From an optimization exercise on the open Yosys and OpenROAD flow, aimed at small area; shortcuts taken in it are not production practice.
Function was not checked in any run shown here: the RTL went through the layout flow alone.
Power and IR drop assume default switching activity.

<file path="design/flow/design.v">
`timescale 1ns / 1ps
module fa (input a, input b, input c, output s, output co);
assign s = a ^ b ^ c;
assign co = (a & b) | (a & c) | (b & c);
endmodule
module ha (input a, input b, output s, output co);
assign s = a ^ b;
assign co = a & b;
endmodule
module rca #(parameter N = 8) (
    input  [N-1:0] a,
    input  [N-1:0] b,
    output [N-1:0] s,
    output         co
);
wire [N:0] c;
ha u0 (.a(a[0]), .b(b[0]), .s(s[0]), .co(c[1]));
genvar i;
generate for (i = 1; i < N; i = i + 1) begin : g
    fa u (.a(a[i]), .b(b[i]), .c(c[i]), .s(s[i]), .co(c[i+1]));
end endgenerate
assign co = c[N];
endmodule
module rcac #(parameter N = 8) (
    input  [N-1:0] a,
    input  [N-1:0] b,
    input          ci,
    output [N-1:0] s
);
wire [N:0] c;
assign c[0] = ci;
genvar i;
generate for (i = 0; i < N - 1; i = i + 1) begin : g
    fa u (.a(a[i]), .b(b[i]), .c(c[i]), .s(s[i]), .co(c[i+1]));
end endgenerate
assign s[N-1] = a[N-1] ^ b[N-1] ^ c[N-1];
endmodule
module inc #(parameter N = 8) (
    input  [N-1:0] a,
    input          ci,
    output [N-1:0] s
);
wire [N:0] c;
assign c[0] = ci;
genvar i;
generate for (i = 0; i < N - 1; i = i + 1) begin : g
    ha u (.a(a[i]), .b(c[i]), .s(s[i]), .co(c[i+1]));
end endgenerate
assign s[N-1] = a[N-1] ^ c[N-1];
endmodule
module inc1 #(parameter N = 8) (
    input  [N-1:0] a,
    output [N-1:0] s
);
wire [N:0] c;
assign s[0] = ~a[0];
assign c[1] = a[0];
genvar i;
generate for (i = 1; i < N - 1; i = i + 1) begin : g
    ha u (.a(a[i]), .b(c[i]), .s(s[i]), .co(c[i+1]));
end endgenerate
assign s[N-1] = a[N-1] ^ c[N-1];
endmodule
module cge #(parameter N = 8) (
    input  [N-1:0] a,
    input  [N-1:0] b,
    output         co
);
wire [N:0] c;
assign c[0] = 1'b1;
genvar i;
generate for (i = 0; i < N; i = i + 1) begin : g
    assign c[i+1] = (a[i] & b[i]) | (a[i] & c[i]) | (b[i] & c[i]);
end endgenerate
assign co = c[N];
endmodule
module rec_addr (
    input  [7:0] ch,
    output [9:0] rec
);
wire [2:0] u = ch[7:5] - 3'd1;
wire sg = ~(ch[7] | ch[6] | ch[5]);
wire [9:0] d = {sg, sg, u, ch[4:0]};
wire [9:0] c;
assign rec[0] = d[0];
ha u1 (.a(d[1]), .b(d[0]), .s(rec[1]), .co(c[2]));
genvar i;
generate for (i = 2; i < 9; i = i + 1) begin : g
    fa u (.a(d[i]), .b(d[i-1]), .c(c[i]), .s(rec[i]), .co(c[i+1]));
end endgenerate
assign rec[9] = c[9];
endmodule
module mul8 (
    input  [7:0] a,
    input  [7:0] b,
    output [15:0] p
);
    wire pp0_0 = a[0] & b[0];
    wire pp0_1 = a[0] & b[1];
    wire pp0_2 = a[0] & b[2];
    wire pp0_3 = a[0] & b[3];
    wire pp0_4 = a[0] & b[4];
    wire pp0_5 = a[0] & b[5];
    wire pp0_6 = a[0] & b[6];
    wire pp0_7 = a[0] & b[7];
    wire pp1_0 = a[1] & b[0];
    wire pp1_1 = a[1] & b[1];
    wire pp1_2 = a[1] & b[2];
    wire pp1_3 = a[1] & b[3];
    wire pp1_4 = a[1] & b[4];
    wire pp1_5 = a[1] & b[5];
    wire pp1_6 = a[1] & b[6];
    wire pp1_7 = a[1] & b[7];
    wire pp2_0 = a[2] & b[0];
    wire pp2_1 = a[2] & b[1];
    wire pp2_2 = a[2] & b[2];
    wire pp2_3 = a[2] & b[3];
    wire pp2_4 = a[2] & b[4];
    wire pp2_5 = a[2] & b[5];
    wire pp2_6 = a[2] & b[6];
    wire pp2_7 = a[2] & b[7];
    wire pp3_0 = a[3] & b[0];
    wire pp3_1 = a[3] & b[1];
    wire pp3_2 = a[3] & b[2];
    wire pp3_3 = a[3] & b[3];
    wire pp3_4 = a[3] & b[4];
    wire pp3_5 = a[3] & b[5];
    wire pp3_6 = a[3] & b[6];
    wire pp3_7 = a[3] & b[7];
    wire pp4_0 = a[4] & b[0];
    wire pp4_1 = a[4] & b[1];
    wire pp4_2 = a[4] & b[2];
    wire pp4_3 = a[4] & b[3];
    wire pp4_4 = a[4] & b[4];
    wire pp4_5 = a[4] & b[5];
    wire pp4_6 = a[4] & b[6];
    wire pp4_7 = a[4] & b[7];
    wire pp5_0 = a[5] & b[0];
    wire pp5_1 = a[5] & b[1];
    wire pp5_2 = a[5] & b[2];
    wire pp5_3 = a[5] & b[3];
    wire pp5_4 = a[5] & b[4];
    wire pp5_5 = a[5] & b[5];
    wire pp5_6 = a[5] & b[6];
    wire pp5_7 = a[5] & b[7];
    wire pp6_0 = a[6] & b[0];
    wire pp6_1 = a[6] & b[1];
    wire pp6_2 = a[6] & b[2];
    wire pp6_3 = a[6] & b[3];
    wire pp6_4 = a[6] & b[4];
    wire pp6_5 = a[6] & b[5];
    wire pp6_6 = a[6] & b[6];
    wire pp6_7 = a[6] & b[7];
    wire pp7_0 = a[7] & b[0];
    wire pp7_1 = a[7] & b[1];
    wire pp7_2 = a[7] & b[2];
    wire pp7_3 = a[7] & b[3];
    wire pp7_4 = a[7] & b[4];
    wire pp7_5 = a[7] & b[5];
    wire pp7_6 = a[7] & b[6];
    wire pp7_7 = a[7] & b[7];
    wire h0_s, h0_c;
    ha u_h0 (.a(pp0_6), .b(pp1_5), .s(h0_s), .co(h0_c));
    wire f1_s, f1_c;
    fa u_f1 (.a(pp0_7), .b(pp1_6), .c(pp2_5), .s(f1_s), .co(f1_c));
    wire h2_s, h2_c;
    ha u_h2 (.a(pp3_4), .b(pp4_3), .s(h2_s), .co(h2_c));
    wire f3_s, f3_c;
    fa u_f3 (.a(pp1_7), .b(pp2_6), .c(pp3_5), .s(f3_s), .co(f3_c));
    wire h4_s, h4_c;
    ha u_h4 (.a(pp4_4), .b(pp5_3), .s(h4_s), .co(h4_c));
    wire f5_s, f5_c;
    fa u_f5 (.a(pp2_7), .b(pp3_6), .c(pp4_5), .s(f5_s), .co(f5_c));
    wire h6_s, h6_c;
    ha u_h6 (.a(pp0_4), .b(pp1_3), .s(h6_s), .co(h6_c));
    wire f7_s, f7_c;
    fa u_f7 (.a(pp0_5), .b(pp1_4), .c(pp2_3), .s(f7_s), .co(f7_c));
    wire h8_s, h8_c;
    ha u_h8 (.a(pp3_2), .b(pp4_1), .s(h8_s), .co(h8_c));
    wire f9_s, f9_c;
    fa u_f9 (.a(h0_s), .b(pp2_4), .c(pp3_3), .s(f9_s), .co(f9_c));
    wire f10_s, f10_c;
    fa u_f10 (.a(pp4_2), .b(pp5_1), .c(pp6_0), .s(f10_s), .co(f10_c));
    wire f11_s, f11_c;
    fa u_f11 (.a(f1_s), .b(h2_s), .c(pp5_2), .s(f11_s), .co(f11_c));
    wire f12_s, f12_c;
    fa u_f12 (.a(pp6_1), .b(pp7_0), .c(h0_c), .s(f12_s), .co(f12_c));
    wire f13_s, f13_c;
    fa u_f13 (.a(f3_s), .b(h4_s), .c(pp6_2), .s(f13_s), .co(f13_c));
    wire f14_s, f14_c;
    fa u_f14 (.a(pp7_1), .b(f1_c), .c(h2_c), .s(f14_s), .co(f14_c));
    wire f15_s, f15_c;
    fa u_f15 (.a(f5_s), .b(pp5_4), .c(pp6_3), .s(f15_s), .co(f15_c));
    wire f16_s, f16_c;
    fa u_f16 (.a(pp7_2), .b(f3_c), .c(h4_c), .s(f16_s), .co(f16_c));
    wire f17_s, f17_c;
    fa u_f17 (.a(pp3_7), .b(pp4_6), .c(pp5_5), .s(f17_s), .co(f17_c));
    wire f18_s, f18_c;
    fa u_f18 (.a(pp6_4), .b(pp7_3), .c(f5_c), .s(f18_s), .co(f18_c));
    wire f19_s, f19_c;
    fa u_f19 (.a(pp4_7), .b(pp5_6), .c(pp6_5), .s(f19_s), .co(f19_c));
    wire h20_s, h20_c;
    ha u_h20 (.a(pp0_3), .b(pp1_2), .s(h20_s), .co(h20_c));
    wire f21_s, f21_c;
    fa u_f21 (.a(h6_s), .b(pp2_2), .c(pp3_1), .s(f21_s), .co(f21_c));
    wire f22_s, f22_c;
    fa u_f22 (.a(f7_s), .b(h8_s), .c(pp5_0), .s(f22_s), .co(f22_c));
    wire f23_s, f23_c;
    fa u_f23 (.a(f9_s), .b(f10_s), .c(f7_c), .s(f23_s), .co(f23_c));
    wire f24_s, f24_c;
    fa u_f24 (.a(f11_s), .b(f12_s), .c(f9_c), .s(f24_s), .co(f24_c));
    wire f25_s, f25_c;
    fa u_f25 (.a(f13_s), .b(f14_s), .c(f11_c), .s(f25_s), .co(f25_c));
    wire f26_s, f26_c;
    fa u_f26 (.a(f15_s), .b(f16_s), .c(f13_c), .s(f26_s), .co(f26_c));
    wire f27_s, f27_c;
    fa u_f27 (.a(f17_s), .b(f18_s), .c(f15_c), .s(f27_s), .co(f27_c));
    wire f28_s, f28_c;
    fa u_f28 (.a(f19_s), .b(pp7_4), .c(f17_c), .s(f28_s), .co(f28_c));
    wire f29_s, f29_c;
    fa u_f29 (.a(pp5_7), .b(pp6_6), .c(pp7_5), .s(f29_s), .co(f29_c));
    wire h30_s, h30_c;
    ha u_h30 (.a(pp0_2), .b(pp1_1), .s(h30_s), .co(h30_c));
    wire f31_s, f31_c;
    fa u_f31 (.a(h20_s), .b(pp2_1), .c(pp3_0), .s(f31_s), .co(f31_c));
    wire f32_s, f32_c;
    fa u_f32 (.a(f21_s), .b(pp4_0), .c(h20_c), .s(f32_s), .co(f32_c));
    wire f33_s, f33_c;
    fa u_f33 (.a(f22_s), .b(h6_c), .c(f21_c), .s(f33_s), .co(f33_c));
    wire f34_s, f34_c;
    fa u_f34 (.a(f23_s), .b(h8_c), .c(f22_c), .s(f34_s), .co(f34_c));
    wire f35_s, f35_c;
    fa u_f35 (.a(f24_s), .b(f10_c), .c(f23_c), .s(f35_s), .co(f35_c));
    wire f36_s, f36_c;
    fa u_f36 (.a(f25_s), .b(f12_c), .c(f24_c), .s(f36_s), .co(f36_c));
    wire f37_s, f37_c;
    fa u_f37 (.a(f26_s), .b(f14_c), .c(f25_c), .s(f37_s), .co(f37_c));
    wire f38_s, f38_c;
    fa u_f38 (.a(f27_s), .b(f16_c), .c(f26_c), .s(f38_s), .co(f38_c));
    wire f39_s, f39_c;
    fa u_f39 (.a(f28_s), .b(f18_c), .c(f27_c), .s(f39_s), .co(f39_c));
    wire f40_s, f40_c;
    fa u_f40 (.a(f29_s), .b(f19_c), .c(f28_c), .s(f40_s), .co(f40_c));
    wire f41_s, f41_c;
    fa u_f41 (.a(pp6_7), .b(pp7_6), .c(f29_c), .s(f41_s), .co(f41_c));
    wire r1_s, r1_c;
    ha u_r1 (.a(pp0_1), .b(pp1_0), .s(r1_s), .co(r1_c));
    wire r2_s, r2_c;
    fa u_r2 (.a(h30_s), .b(pp2_0), .c(r1_c), .s(r2_s), .co(r2_c));
    wire r3_s, r3_c;
    fa u_r3 (.a(f31_s), .b(h30_c), .c(r2_c), .s(r3_s), .co(r3_c));
    wire r4_s, r4_c;
    fa u_r4 (.a(f32_s), .b(f31_c), .c(r3_c), .s(r4_s), .co(r4_c));
    wire r5_s, r5_c;
    fa u_r5 (.a(f33_s), .b(f32_c), .c(r4_c), .s(r5_s), .co(r5_c));
    wire r6_s, r6_c;
    fa u_r6 (.a(f34_s), .b(f33_c), .c(r5_c), .s(r6_s), .co(r6_c));
    wire r7_s, r7_c;
    fa u_r7 (.a(f35_s), .b(f34_c), .c(r6_c), .s(r7_s), .co(r7_c));
    wire r8_s, r8_c;
    fa u_r8 (.a(f36_s), .b(f35_c), .c(r7_c), .s(r8_s), .co(r8_c));
    wire r9_s, r9_c;
    fa u_r9 (.a(f37_s), .b(f36_c), .c(r8_c), .s(r9_s), .co(r9_c));
    wire r10_s, r10_c;
    fa u_r10 (.a(f38_s), .b(f37_c), .c(r9_c), .s(r10_s), .co(r10_c));
    wire r11_s, r11_c;
    fa u_r11 (.a(f39_s), .b(f38_c), .c(r10_c), .s(r11_s), .co(r11_c));
    wire r12_s, r12_c;
    fa u_r12 (.a(f40_s), .b(f39_c), .c(r11_c), .s(r12_s), .co(r12_c));
    wire r13_s, r13_c;
    fa u_r13 (.a(f41_s), .b(f40_c), .c(r12_c), .s(r13_s), .co(r13_c));
    wire r14_s, r14_c;
    fa u_r14 (.a(pp7_7), .b(f41_c), .c(r13_c), .s(r14_s), .co(r14_c));
    assign p = {r14_c, r14_s, r13_s, r12_s, r11_s, r10_s, r9_s, r8_s, r7_s, r6_s, r5_s, r4_s, r3_s, r2_s, r1_s, pp0_0};
endmodule
`timescale 1ns / 1ps
module osd_core (
    input pix_clk, rstb,
    input fval, dval, lval,
    input [31:0] str,
    input [95:0] str_color,
    input [10:0] start_x,
    input [9:0] start_y,
    input [7:0] pix_data,
    output [10:0] data_addr,
    input [39:0] data_in,
    output [15:0] scan_addr,
    input [7:0] pix_font,
    output [23:0] pix_modified,
    output fval_out, dval_out, lval_out
);
reg        start;         
reg  [1:0] char_count;
reg  [7:0] column;
reg  [8:0] line;
reg  [8:0] prow;          
reg  [9:0] pcol;
reg [15:0] scan_r;
reg [23:0] pix_r;
reg        fval_r, dval_r, lval_r;
assign scan_addr = scan_r;
assign pix_modified = pix_r;
assign fval_out = fval_r;
assign dval_out = dval_r;
assign lval_out = lval_r;
reg  [7:0] ch;
reg [23:0] color;
always @(*) begin
    case (char_count)
    2'd0: begin ch = str[31:24]; color = str_color[95:72]; end
    2'd1: begin ch = str[23:16]; color = str_color[71:48]; end
    2'd2: begin ch = str[15:8];  color = str_color[47:24]; end
    default: begin ch = str[7:0]; color = str_color[23:0]; end
    endcase
end
wire [9:0] rec;
rec_addr u_rec (.ch(ch), .rec(rec));
assign data_addr = {rec & {10{start}}, 1'b0};
wire [7:0] gx = data_in[39:32];
wire [7:0] gy = data_in[31:24];
wire [7:0] gw = data_in[23:16];
wire [7:0] gh = data_in[15:8];
wire [8:0] line_inc;
inc1 #(9) u_line_inc (.a(line), .s(line_inc));
wire col_end   = (column == gw);
wire last_line = (line_inc == {1'b0, gh});
wire act       = dval & start & rstb;
wire hold      = act & col_end & last_line;    
wire blend     = act & ~(col_end & last_line);
wire last_char = char_count[1] & char_count[0];
wire [8:0] trow;
wire       trow_co;
rca #(9) u_trow (.a(start_y[8:0]), .b(line), .s(trow), .co(trow_co));
wire match = (pcol == start_x[9:0]) && (prow == trow) && !trow_co;
wire pwrap = pcol[9] & (&pcol[6:0]);           
wire [7:0] a = pix_font & {8{blend}};
wire [7:0] p = pix_data & {8{rstb}};
wire [15:0] x1;
mul8 u_m1 (.a(~a), .b(p), .p(x1));
wire c1;
cge #(8) u_c1 (.a(x1[15:8]), .b(x1[7:0]), .co(c1));
wire [7:0] q1;                                  
inc #(8) u_q1 (.a(x1[15:8]), .ci(c1), .s(q1));
wire [23:0] pix_next;
genvar k;
generate for (k = 0; k < 3; k = k + 1) begin : ch_g
    wire [15:0] x2;
    wire c2;
    mul8 u_m2 (.a(color[8*k +: 8]), .b(a), .p(x2));
    cge #(8) u_c2 (.a(x2[15:8]), .b(x2[7:0]), .co(c2));
    rcac #(8) u_out (.a(q1), .b(x2[15:8]), .ci(c2), .s(pix_next[8*k +: 8]));
end endgenerate
wire [7:0] column_inc;
inc1 #(8) u_col (.a(column), .s(column_inc));
wire [9:0] pcol_inc;
inc1 #(10) u_pcol (.a(pcol), .s(pcol_inc));
wire [8:0] prow_inc;
inc #(9) u_prow (.a(prow), .ci(pwrap), .s(prow_inc));
wire [15:0] scan_next;
wire scan_co;
rca #(16) u_scan (.a({gy, gx}), .b({line[7:0], column} & {16{blend}}), .s(scan_next), .co(scan_co));
always @(posedge pix_clk) begin
    fval_r <= fval & rstb;
    dval_r <= dval & rstb;
    lval_r <= lval & rstb;
    if (!hold) pix_r <= pix_next;
    scan_r <= scan_next & {16{rstb}};
    if (!rstb)
        start <= 1'b0;
    else if (dval & (match | start))
        start <= ~(start & col_end & (last_line | last_char));
    if (!fval || !rstb) begin
        prow <= 9'd0;
        pcol <= 10'd1;
        char_count <= 2'd0;
        column <= 8'd0;
        line <= 9'd0;
    end else begin
        if (dval) begin
            pcol <= pwrap ? 10'd0 : pcol_inc;
            prow <= prow_inc;
        end
        if (act) column <= col_end ? 8'd0 : column_inc;
        if (act & col_end & ~last_line) char_count <= char_count + 2'd1;
        if (act & col_end & last_char & ~last_line) line <= line_inc;
    end
end
endmodule
</file>
<file path="design/flow/flow/run.sh">
#!/bin/bash
set -e
cp standard.sh standard.sh.log
echo 'export BUFFER_PORTS_ARGS = -buffer_cell sky130_fd_sc_hd__buf_1' >> config.mk
bash standard.sh > standard_run.log 2>&1
</file>
<file path="design/flow/standard.sh">
#!/bin/bash
# synth_recipe.tcl (not shown) runs the flow's synth.tcl, then flattens the netlist and writes it again
# the make line also repeats each setting of config.mk as NAME=value (left out here)
make -C /OpenROAD-flow-scripts/flow DESIGN_CONFIG=/design/flow/config.mk WORK_HOME=/design/flow/orfs CLKGATE_MAP_FILE= SYNTH_SCRIPT=/design/flow/synth_recipe.tcl "${@:-finish}"
</file>
<file path="design/flow/config.mk">
export PLATFORM = sky130hd
export DESIGN_NAME = osd_core
export DESIGN_NICKNAME = osd_core
export VERILOG_FILES = /design/flow/design.v
export SDC_FILE = /design/flow/constraint.sdc
export NUM_CORES = 4
export LEC_CHECK = 0
export CAP_MARGIN = 20
export CORE_MARGIN = 2
export CORE_UTILIZATION = 40
export SLEW_MARGIN = 20
export SYNTH_HIERARCHICAL = 1
export BUFFER_PORTS_ARGS = -buffer_cell sky130_fd_sc_hd__buf_1
</file>
<file path="design/flow/constraint.sdc">
create_clock -name core_clock -period 25.0 [get_ports {pix_clk}]
set_input_delay 5.0000 -clock core_clock [delete_from_list [all_inputs] [get_ports {pix_clk}]]
set_output_delay 5.0000 -clock core_clock [all_outputs]
set_load 0.01 [all_outputs]
</file>
==> results.json, run 1 <==
{
  "maxCapViolCount": 0,
  "nets": 1881,
  "timing_hold_violations_final": 0,
  "port_buffers": 252,
  "p_leak_nw": 6.41,
  "maxSlewViolCount": 0,
  "grt_pass1_wl_um": 52200,
  "synth_area_leaders": "fa_1 39%, and2_1 16%, dfxtp_1 9.2%, ha_1 7.6%, edfxtp_1 5.7%",
  "finalWirelength_um": 32000,
  "rr_worst_depth": 39,
  "rows": 64,
  "cts_buffers": 9,
  "max_freq_mhz": 59.9,
  "cts_tree": "built",
  "num_vias": 9170,
  "drc": 0,
  "post-cts-setup-buffers": 0,
  "place_congestion": 0.822,
  "crit_top_cell": "fa_1",
  "synth_cell_type_count": 36,
  "cts_resized": 0,
  "syn_nets": 1711,
  "dieWidth_um": 181,
  "netlist_area_mm2": 0.0126,
  "reg2reg_to": "pix_r[23]",
  "yosysTopAreaCell": "fa_1",
  "grt_max_degree": 75,
  "whs_ps": 499,
  "min-delay-start": "column[5]",
  "holdCritPathClass": "flip-flop to flip-flop",
  "clk_pin_slew_worst_paths_ps": 70,
  "crit_fanout": 24,
  "grt_pass1_vias": 9791,
  "antenna_left": 0,
  "slowest_delay_ps": 880,
  "cts_max_level": 3,
  "synth_top_area_share": 0.387,
  "die_h_um": 181,
  "dieArea_mm2": 0.0328,
  "cp_data_required_time_ps": 25080,
  "period_minus_slack_ps": 16700,
  "drive_gt1_frac": 0.0273,
  "ys.flop_type": "dfxtp_1",
  "crit-reg2reg-launch": "line[0]",
  "coreArea_mm2": 0.0307,
  "ys_top_cells_by_count": "316 x and2_1, 243 x fa_1, 76 x ha_1",
  "dr.pass1.iters": 9,
  "vias_per_cell": 5.23,
  "dp_hpwl_um": 24900,
  "synthArstFlopShare": 0,
  "synth-seq-cells": 82,
  "top_level_ports": 264,
  "dp_cells": 1737,
  "fillers": 3019,
  "status": "no timing/DRC/antenna violations",
  "path_class": "primary input to flip-flop",
  "arrival_ps": 16780,
  "clockRootBuffer": "clkbuf_16",
  "end_kind": "flip-flop",
  "setup_viol": 0,
  "final_cells": 1755,
  "startpoint_type": "primary input",
  "slowest_stage": "and2_1",
  "avgSynthCellArea_um2": 10.6,
  "synth_most_common_cell": "and2_1",
  "powerDensity_mw_per_mm2": 46.9,
  "rsz0062_at_grt": "no",
  "cts_buffer_depth": 2,
  "yosysWarnings": 7,
  "placed_area_mm2": 0.0134,
  "synth_cells": 1182,
  "finalClockSkew_ps": 14.8,
  "overflow": 0,
  "holdPathStages": 2,
  "wl_per_cell_um": 18.2,
  "yosysSeqAreaShare": 0.150,
  "postLayoutCellArea_mm2": 0.0138,
  "synth_edf_count": 24,
  "gr-usage-all-layers": 0.202,
  "holdBufCountCts": 0,
  "drtIter0Drc": 629,
  "cts.sinks": 82,
  "ir_drop_mv": 0.0477,
  "maxSlewHeadroom": 0.257,
  "worst-r2r-setup-slack_ps": 11410,
  "initial_core_util": 0.408,
  "grt_antenna_before_repair": 2,
  "finalSetupTns_ps": 0,
  "min_to": "column[5]",
  "finalCritPeriodShare": 0.668,
  "area_growth_pct": 9.49,
  "worstSkewPairLatency_ps": 360,
  "worstMarginPinSlew_ps": 1110
}
## per-stage QoR
step | util | power [mW] | setup WS, ps
2_1_floorplan | - | 0.402 | 9210
3_3_place_gp | 0.437 | 0.510 | 8060
5_1_grt | 0.447 | 0.694 | 7640
4_1_cts | 0.447 | 0.657 | 8330
3_5_place_dp | 0.437 | 0.515 | 7960
6_report | 0.447 | 0.645 | 8300
## cell type report
type                    instances  area [um2]  share of cell area
diodes                          2        5.00            0.000364
clock buffers                  11         243              0.0177
clock inverters                 5        57.6             0.00419
inverters                      12        45.0             0.00328
multi-input cells             983        9990               0.726
flip-flops and latches         82        1880               0.137
well taps                     396         495              0.0360
repair buffers                264        1040              0.0753
## layer usage
metal,wire [um],vias to the layer above,global-route usage
met5,0,-,0
met4,446,0,0.0511
met3,1450,25,0.0266
met2,15700,244,0.339
met1,14500,4644,0.278
li1,-,4257,-
## flip-flops by register name, indices dropped and copies added, names as in the netlist, 2 cells and up
name / cells
column: 8
pix_r: 24
prow: 9
char_count: 2
pcol: 10
scan_r: 16
line: 9
## logic make-up (layout without fill, tap and decap cells)
group	count (synthesis)	in the layout	share of synthesized area
DFF	82	82	0.150
adders and majority gates	319	319	0.463
AOI/OAI and AO/OA	139	139	0.0770
muxes	9	9	0.00717
other	1	3	0.000299
buffers and inverters	117	292	0.0556
xor gates and xnor gates	44	44	0.0343
and+or+nand+nor	471	471	0.213
## how the worst max path moves through the flow
stage | slack, ps | start | cells after the start | end
6_report | 8300 | dval | 33 | pix_r[23]
5_1_grt | 7640 | dval | 33 | pix_r[7]
4_1_cts | 8330 | dval | 33 | pix_r[15]
3_5_place_dp | 7960 | dval | 33 | pix_r[23]
3_3_place_gp | 8060 | dval | 33 | pix_r[23]
2_1_floorplan | 9210 | rstb | 35 | pix_r[15]
## per-module statistics from Yosys, one instance, submodules excluded, excerpt
module | cell area [um2] | copies in the design | flops+latches
rec_addr | 52.6 | 1 | 0
osd_core | 4170 | 1 | 82
fa | 20.0 | 243 | 0
ha | 12.5 | 71 | 0
mul8 | 520 | 4 | 0
## power by group
part           total (mW)  leakage (nW)  internal [mW]  switching [mW]
registers           0.186         0.734          0.180         0.00642
clock network       0.140         0.151         0.0808          0.0589
logic               0.319          5.53          0.122           0.198
## cells in the final DEF (no fill, tap or decap), types with 2 or more instances in the layout
master,n
nand3_1,28
nor2_1,59
ha_1,76
and2_1,316
inv_4,3
o221ai_1,4
mux2i_1,9
nor4_1,5
o31ai_1,9
nor4_2,2
a21oi_1,61
o22ai_1,8
buf_1,252
dfxtp_1,58
a211oi_2,4
a222oi_1,32
edfxtp_1,24
xor3_1,3
xnor2_1,5
nor3_1,6
fa_1,243
o211ai_1,4
diode_2,2
and3_1,3
inv_1,11
nand4_1,12
xor2_1,36
o21ai_0,7
clkbuf_16,9
nand2_1,38
a22oi_1,8
buf_4,12
## critical path, delay by kind of cell
kind            cells  cell delay, ps
compound gates      2             590
buf+inv             3             650
xor+xnor            1             230
simple gates        7            2030
fa+ha+maj          20            8240
==> run 2: changes to the inputs <==
--- a/design/flow/design.v
+++ b/design/flow/design.v
@@ -90,75 +90,75 @@
 end endgenerate
 assign rec[9] = c[9];
 endmodule
-module mul8 (
-    input  [7:0] a,
-    input  [7:0] b,
+module mul8n (
+    input  [7:0] an,
+    input  [7:0] bn,
     output [15:0] p
 );
-    wire pp0_0 = a[0] & b[0];
-    wire pp0_1 = a[0] & b[1];
-    wire pp0_2 = a[0] & b[2];
-    wire pp0_3 = a[0] & b[3];
-    wire pp0_4 = a[0] & b[4];
-    wire pp0_5 = a[0] & b[5];
-    wire pp0_6 = a[0] & b[6];
-    wire pp0_7 = a[0] & b[7];
-    wire pp1_0 = a[1] & b[0];
-    wire pp1_1 = a[1] & b[1];
-    wire pp1_2 = a[1] & b[2];
-    wire pp1_3 = a[1] & b[3];
-    wire pp1_4 = a[1] & b[4];
-    wire pp1_5 = a[1] & b[5];
-    wire pp1_6 = a[1] & b[6];
-    wire pp1_7 = a[1] & b[7];
-    wire pp2_0 = a[2] & b[0];
-    wire pp2_1 = a[2] & b[1];
-    wire pp2_2 = a[2] & b[2];
-    wire pp2_3 = a[2] & b[3];
-    wire pp2_4 = a[2] & b[4];
-    wire pp2_5 = a[2] & b[5];
-    wire pp2_6 = a[2] & b[6];
-    wire pp2_7 = a[2] & b[7];
-    wire pp3_0 = a[3] & b[0];
-    wire pp3_1 = a[3] & b[1];
-    wire pp3_2 = a[3] & b[2];
-    wire pp3_3 = a[3] & b[3];
-    wire pp3_4 = a[3] & b[4];
-    wire pp3_5 = a[3] & b[5];
-    wire pp3_6 = a[3] & b[6];
-    wire pp3_7 = a[3] & b[7];
-    wire pp4_0 = a[4] & b[0];
-    wire pp4_1 = a[4] & b[1];
-    wire pp4_2 = a[4] & b[2];
-    wire pp4_3 = a[4] & b[3];
-    wire pp4_4 = a[4] & b[4];
-    wire pp4_5 = a[4] & b[5];
-    wire pp4_6 = a[4] & b[6];
-    wire pp4_7 = a[4] & b[7];
-    wire pp5_0 = a[5] & b[0];
-    wire pp5_1 = a[5] & b[1];
-    wire pp5_2 = a[5] & b[2];
-    wire pp5_3 = a[5] & b[3];
-    wire pp5_4 = a[5] & b[4];
-    wire pp5_5 = a[5] & b[5];
-    wire pp5_6 = a[5] & b[6];
-    wire pp5_7 = a[5] & b[7];
-    wire pp6_0 = a[6] & b[0];
-    wire pp6_1 = a[6] & b[1];
-    wire pp6_2 = a[6] & b[2];
-    wire pp6_3 = a[6] & b[3];
-    wire pp6_4 = a[6] & b[4];
-    wire pp6_5 = a[6] & b[5];
-    wire pp6_6 = a[6] & b[6];
-    wire pp6_7 = a[6] & b[7];
-    wire pp7_0 = a[7] & b[0];
-    wire pp7_1 = a[7] & b[1];
-    wire pp7_2 = a[7] & b[2];
-    wire pp7_3 = a[7] & b[3];
-    wire pp7_4 = a[7] & b[4];
-    wire pp7_5 = a[7] & b[5];
-    wire pp7_6 = a[7] & b[6];
-    wire pp7_7 = a[7] & b[7];
+    wire pp0_0 = ~(an[0] | bn[0]);
+    wire pp0_1 = ~(an[0] | bn[1]);
+    wire pp0_2 = ~(an[0] | bn[2]);
+    wire pp0_3 = ~(an[0] | bn[3]);
+    wire pp0_4 = ~(an[0] | bn[4]);
+    wire pp0_5 = ~(an[0] | bn[5]);
+    wire pp0_6 = ~(an[0] | bn[6]);
+    wire pp0_7 = ~(an[0] | bn[7]);
+    wire pp1_0 = ~(an[1] | bn[0]);
+    wire pp1_1 = ~(an[1] | bn[1]);
+    wire pp1_2 = ~(an[1] | bn[2]);
+    wire pp1_3 = ~(an[1] | bn[3]);
+    wire pp1_4 = ~(an[1] | bn[4]);
+    wire pp1_5 = ~(an[1] | bn[5]);
+    wire pp1_6 = ~(an[1] | bn[6]);
+    wire pp1_7 = ~(an[1] | bn[7]);
+    wire pp2_0 = ~(an[2] | bn[0]);
+    wire pp2_1 = ~(an[2] | bn[1]);
+    wire pp2_2 = ~(an[2] | bn[2]);
+    wire pp2_3 = ~(an[2] | bn[3]);
+    wire pp2_4 = ~(an[2] | bn[4]);
+    wire pp2_5 = ~(an[2] | bn[5]);
+    wire pp2_6 = ~(an[2] | bn[6]);
+    wire pp2_7 = ~(an[2] | bn[7]);
+    wire pp3_0 = ~(an[3] | bn[0]);
+    wire pp3_1 = ~(an[3] | bn[1]);
+    wire pp3_2 = ~(an[3] | bn[2]);
+    wire pp3_3 = ~(an[3] | bn[3]);
+    wire pp3_4 = ~(an[3] | bn[4]);
+    wire pp3_5 = ~(an[3] | bn[5]);
+    wire pp3_6 = ~(an[3] | bn[6]);
+    wire pp3_7 = ~(an[3] | bn[7]);
+    wire pp4_0 = ~(an[4] | bn[0]);
+    wire pp4_1 = ~(an[4] | bn[1]);
+    wire pp4_2 = ~(an[4] | bn[2]);
+    wire pp4_3 = ~(an[4] | bn[3]);
+    wire pp4_4 = ~(an[4] | bn[4]);
+    wire pp4_5 = ~(an[4] | bn[5]);
+    wire pp4_6 = ~(an[4] | bn[6]);
+    wire pp4_7 = ~(an[4] | bn[7]);
+    wire pp5_0 = ~(an[5] | bn[0]);
+    wire pp5_1 = ~(an[5] | bn[1]);
+    wire pp5_2 = ~(an[5] | bn[2]);
+    wire pp5_3 = ~(an[5] | bn[3]);
+    wire pp5_4 = ~(an[5] | bn[4]);
+    wire pp5_5 = ~(an[5] | bn[5]);
+    wire pp5_6 = ~(an[5] | bn[6]);
+    wire pp5_7 = ~(an[5] | bn[7]);
+    wire pp6_0 = ~(an[6] | bn[0]);
+    wire pp6_1 = ~(an[6] | bn[1]);
+    wire pp6_2 = ~(an[6] | bn[2]);
+    wire pp6_3 = ~(an[6] | bn[3]);
+    wire pp6_4 = ~(an[6] | bn[4]);
+    wire pp6_5 = ~(an[6] | bn[5]);
+    wire pp6_6 = ~(an[6] | bn[6]);
+    wire pp6_7 = ~(an[6] | bn[7]);
+    wire pp7_0 = ~(an[7] | bn[0]);
+    wire pp7_1 = ~(an[7] | bn[1]);
+    wire pp7_2 = ~(an[7] | bn[2]);
+    wire pp7_3 = ~(an[7] | bn[3]);
+    wire pp7_4 = ~(an[7] | bn[4]);
+    wire pp7_5 = ~(an[7] | bn[5]);
+    wire pp7_6 = ~(an[7] | bn[6]);
+    wire pp7_7 = ~(an[7] | bn[7]);
     wire h0_s, h0_c;
     ha u_h0 (.a(pp0_6), .b(pp1_5), .s(h0_s), .co(h0_c));
     wire f1_s, f1_c;
@@ -336,7 +336,7 @@
 wire [7:0] a = pix_font & {8{blend}};
 wire [7:0] p = pix_data & {8{rstb}};
 wire [15:0] x1;
-mul8 u_m1 (.a(~a), .b(p), .p(x1));
+mul8n u_m1 (.an(a), .bn(~p), .p(x1));
 wire c1;
 cge #(8) u_c1 (.a(x1[15:8]), .b(x1[7:0]), .co(c1));
 wire [7:0] q1;                                  
@@ -346,7 +346,7 @@
 generate for (k = 0; k < 3; k = k + 1) begin : ch_g
     wire [15:0] x2;
     wire c2;
-    mul8 u_m2 (.a(color[8*k +: 8]), .b(a), .p(x2));
+    mul8n u_m2 (.an(~color[8*k +: 8]), .bn(~a), .p(x2));
     cge #(8) u_c2 (.a(x2[15:8]), .b(x2[7:0]), .co(c2));
     rcac #(8) u_out (.a(q1), .b(x2[15:8]), .ci(c2), .s(pix_next[8*k +: 8]));
 end endgenerate
--- a/design/flow/config.mk
+++ b/design/flow/config.mk
@@ -8,6 +8,7 @@
 export CAP_MARGIN = 20
 export CORE_MARGIN = 2
 export CORE_UTILIZATION = 40
+export CTS_BUF_LIST = sky130_fd_sc_hd__clkbuf_8
 export SLEW_MARGIN = 20
 export SYNTH_HIERARCHICAL = 1
 export BUFFER_PORTS_ARGS = -buffer_cell sky130_fd_sc_hd__buf_1
==> results.json, run 2 <==
{
  "status": "no timing/DRC/antenna violations",
  "setup_viol": 0,
  "initial_core_util": 0.407,
  "top_level_ports": 264,
  "cts_resized": 0,
  "holdBufCountCts": 0,
  "registers.top_by_ff_count": "pix_r",
  "fillers": 3054,
  "rsz0062_at_grt": "no",
  "grt_max_degree": 51,
  "synth_cell_type_count": 36,
  "internal_power_mw": 0.343,
  "finalSetupTns_ps": 0,
  "timing_hold_violations_final": 0,
  "dieArea_mm2": 0.0327,
  "nets": 1904,
  "synth_top_area_share": 0.388,
  "area_growth_pct": 5.05,
  "cts.sinks": 82,
  "power_frac_comb": 0.520,
  "cts_max_level": 3,
  "worstMarginPinSlew_ps": 1100,
  "maxCapViolCount": 0,
  "final_cells": 1776,
  "antenna_left": 0,
  "clk_pin_slew_worst_paths_ps": 100,
  "die_h_um": 181,
  "grt_pass1_vias": 9975,
  "finalCritPeriodShare": 0.663,
  "finish.utilization": 0.428,
  "ys_top_cells_by_count": "291 x nor2_1, 243 x fa_1, 91 x buf_4",
  "period_minus_slack_ps": 16570,
  "wl_per_cell_um": 18.3,
  "crit_fanout": 32,
  "arrival_ps": 16700,
  "synthArstFlopShare": 0,
  "switching_share": 0.432,
  "crit_top_cell": "fa_1",
  "diodes": 0,
  "pwr-share-clk": 0.172,
  "gr-usage-all-layers": 0.206,
  "drive_gt1_frac": 0.0435,
  "drtIter0Drc": 644,
  "netlist_area_mm2": 0.0125,
  "cp_top_family": "adder cells",
  "holdCritPathClass": "flip-flop to flip-flop",
  "reg.largest.list": "pix_r: 24 flops, scan_r: 16 flops, pcol: 10 flops",
  "yosysWarnings": 7,
  "synth-seq-cells": 82,
  "path_class": "primary input to flip-flop",
  "mostFrequentLayoutCells": "291 x nor2_1, 252 x buf_1, 243 x fa_1",
  "slowest_delay_ps": 810,
  "cts_buffers": 9,
  "place_congestion": 0.835,
  "end_kind": "flip-flop",
  "post-cts-setup-buffers": 0,
  "mostFrequentLayoutCell": "nor2_1",
  "synth_edf_count": 24,
  "maxSlewHeadroom": 0.268,
  "cts_buffer_depth": 2,
  "avgSynthCellArea_um2": 10.1,
  "powerDensity_mw_per_mm2": 45.9,
  "synth_area_leaders": "fa_1 39%, dfxtp_1 9.3%, nor2_1 8.7%, ha_1 7.6%, edfxtp_1 5.8%",
  "ys.flop_type": "dfxtp_1",
  "yosysSeqAreaShare": 0.150,
  "ir_drop_mv": 0.0763,
  "whs_ps": 495,
  "worstSkewPairLatency_ps": 400,
  "syn_nets": 1775,
  "crit_buf_inv": 2,
  "slowest_stage": "nand2_1",
  "cp_data_required_time_ps": 25120,
  "dr.pass1.iters": 8,
  "drc": 0,
  "port_buffers": 252,
  "dp_cells": 1759,
  "vias_per_cell": 5.31,
  "maxSlewViolCount": 0,
  "yosysTopAreaCell": "fa_1",
  "synth_cells": 1246,
  "fin_ws_ps": 8430,
  "num_vias": 9430,
  "coreArea_mm2": 0.0307,
  "clockRootBuffer": "clkbuf_8",
  "grt_antenna_before_repair": 1,
  "grt_pass1_wl_um": 52600,
  "dieWidth_um": 181,
  "p_leak_nw": 6.23,
  "rows": 64,
  "overflow": 0,
  "finalClockSkew_ps": 11.1,
  "dp_hpwl_um": 25900,
  "synth_most_common_cell": "nor2_1",
  "seq_power_share": 0.307,
  "largest_register_ffs": 24,
  "power_switching_mw": 0.261,
  "post-place-ws_ps": 8020,
  "startpoint_type": "primary input",
  "finalWirelength_um": 32500,
  "cts_tree": "built",
  "max_freq_mhz": 60.3
}
[run 2: stage by stage]
step / power, mW / instance area, um2
after floorplan: 0.407 / 12500
after global placement: 0.502 / 12900
after detailed placement: 0.506 / 12900
after CTS: 0.613 / 13200
after global routing: 0.649 / 13200
final: 0.604 / 13200
[run 2: final cells by class]
class,count,area [um2],area share
timing repair buffer,287,1210,0.0917
sequential,82,1880,0.143
multi-input combinational,983,9330,0.709
clock inverter,7,80.1,0.00609
tap,396,495,0.0377
clock buffer,9,124,0.00941
inverter,12,45.0,0.00342
[run 2: worst min-delay path, stage by stage (launching register included)]
cell and delay, ps:
dfxtp_1 350, nand2_1 60, a21oi_1 50
[run 2: path summary, 6_finish.rpt]
check                            startpoint         to  slack (ps)  cells after the start
worst max-delay path            data_in[13]  pix_r[23]        8430                     34
worst min register to register      pcol[7]    pcol[7]         490                      2
worst min-delay path                pcol[7]    pcol[7]         490                      2
worst max register to register      line[1]  pix_r[23]       11450                     40
[run 2: power groups by stage]
| stage | clock network (mW) | logic (mW) | registers (mW) |
|---|---|---|---|
| floorplan | 0 | 0.207 | 0.200 |
| global placement | 0 | 0.314 | 0.189 |
| detailed placement | 0 | 0.317 | 0.189 |
| CTS | 0.107 | 0.320 | 0.186 |
| global route | 0.111 | 0.349 | 0.188 |
| finish | 0.104 | 0.314 | 0.186 |
[run 2: per-layer routing]
layer | vias up | GRT usage | share of wire | routed length, um
met1 | 4768 | 0.270 | 0.42 | 13600
met2 | 316 | 0.354 | 0.50 | 16300
met3 | 46 | 0.0268 | 0.052 | 1690
met4 | 2 | 0.0673 | 0.027 | 874
met5 | - | 0 | 0.00040 | 13
li1 | 4298 | - | - | -
[run 2: cells by family after synthesis]
logic type	count (synthesis)	synth area share
and+or+nand+nor	471	0.161
adders and majority gates	319	0.464
buffers and inverters	181	0.106
AOI/OAI and AO/OA	139	0.0772
DFF	82	0.150
xor gates and xnor gates	44	0.0344
muxes	9	0.00719
other	1	0.000299
[run 2: Yosys stat by module, one instance, submodules excluded, excerpt]
| module | flops+latches | area, um2 |
|---|---|---|
| osd_core | 82 | 4150 |
| mul8n | 0 | 518 |
| rec_addr | 0 | 52.6 |
| fa | 0 | 20.0 |
| ha | 0 | 12.5 |

[what the ideal ports hide]
No port has a modelled driver above. Below, the same layouts with a new extraction and two added sets of constraints. Step 1: set_driving_cell puts a clkbuf_16 on pix_clk and a buf_2 on each other input, an assumption about the parent block. Step 2 also shifts input and output timing later by t, the mid clock arrival at the registers, as if the neighbouring blocks saw the same clock. Slacks: ideal / step 1 / step 2; pairs: ideal / step 1.
run	t (ns)	slack for setup (ns)	worst setup path at the end	worst slew at a driven data input, ns
run 1	0.399	8.298 / 8.324 / 7.926	input to register	0.08
run 2	0.436	8.428 / 8.453 / 8.017	input to register	0.07
After both steps every run listed still meets setup and hold. For run 2, which loses most, drivers alone change the setup slack by +0.025 ns; drivers and shift together by -0.411 ns.
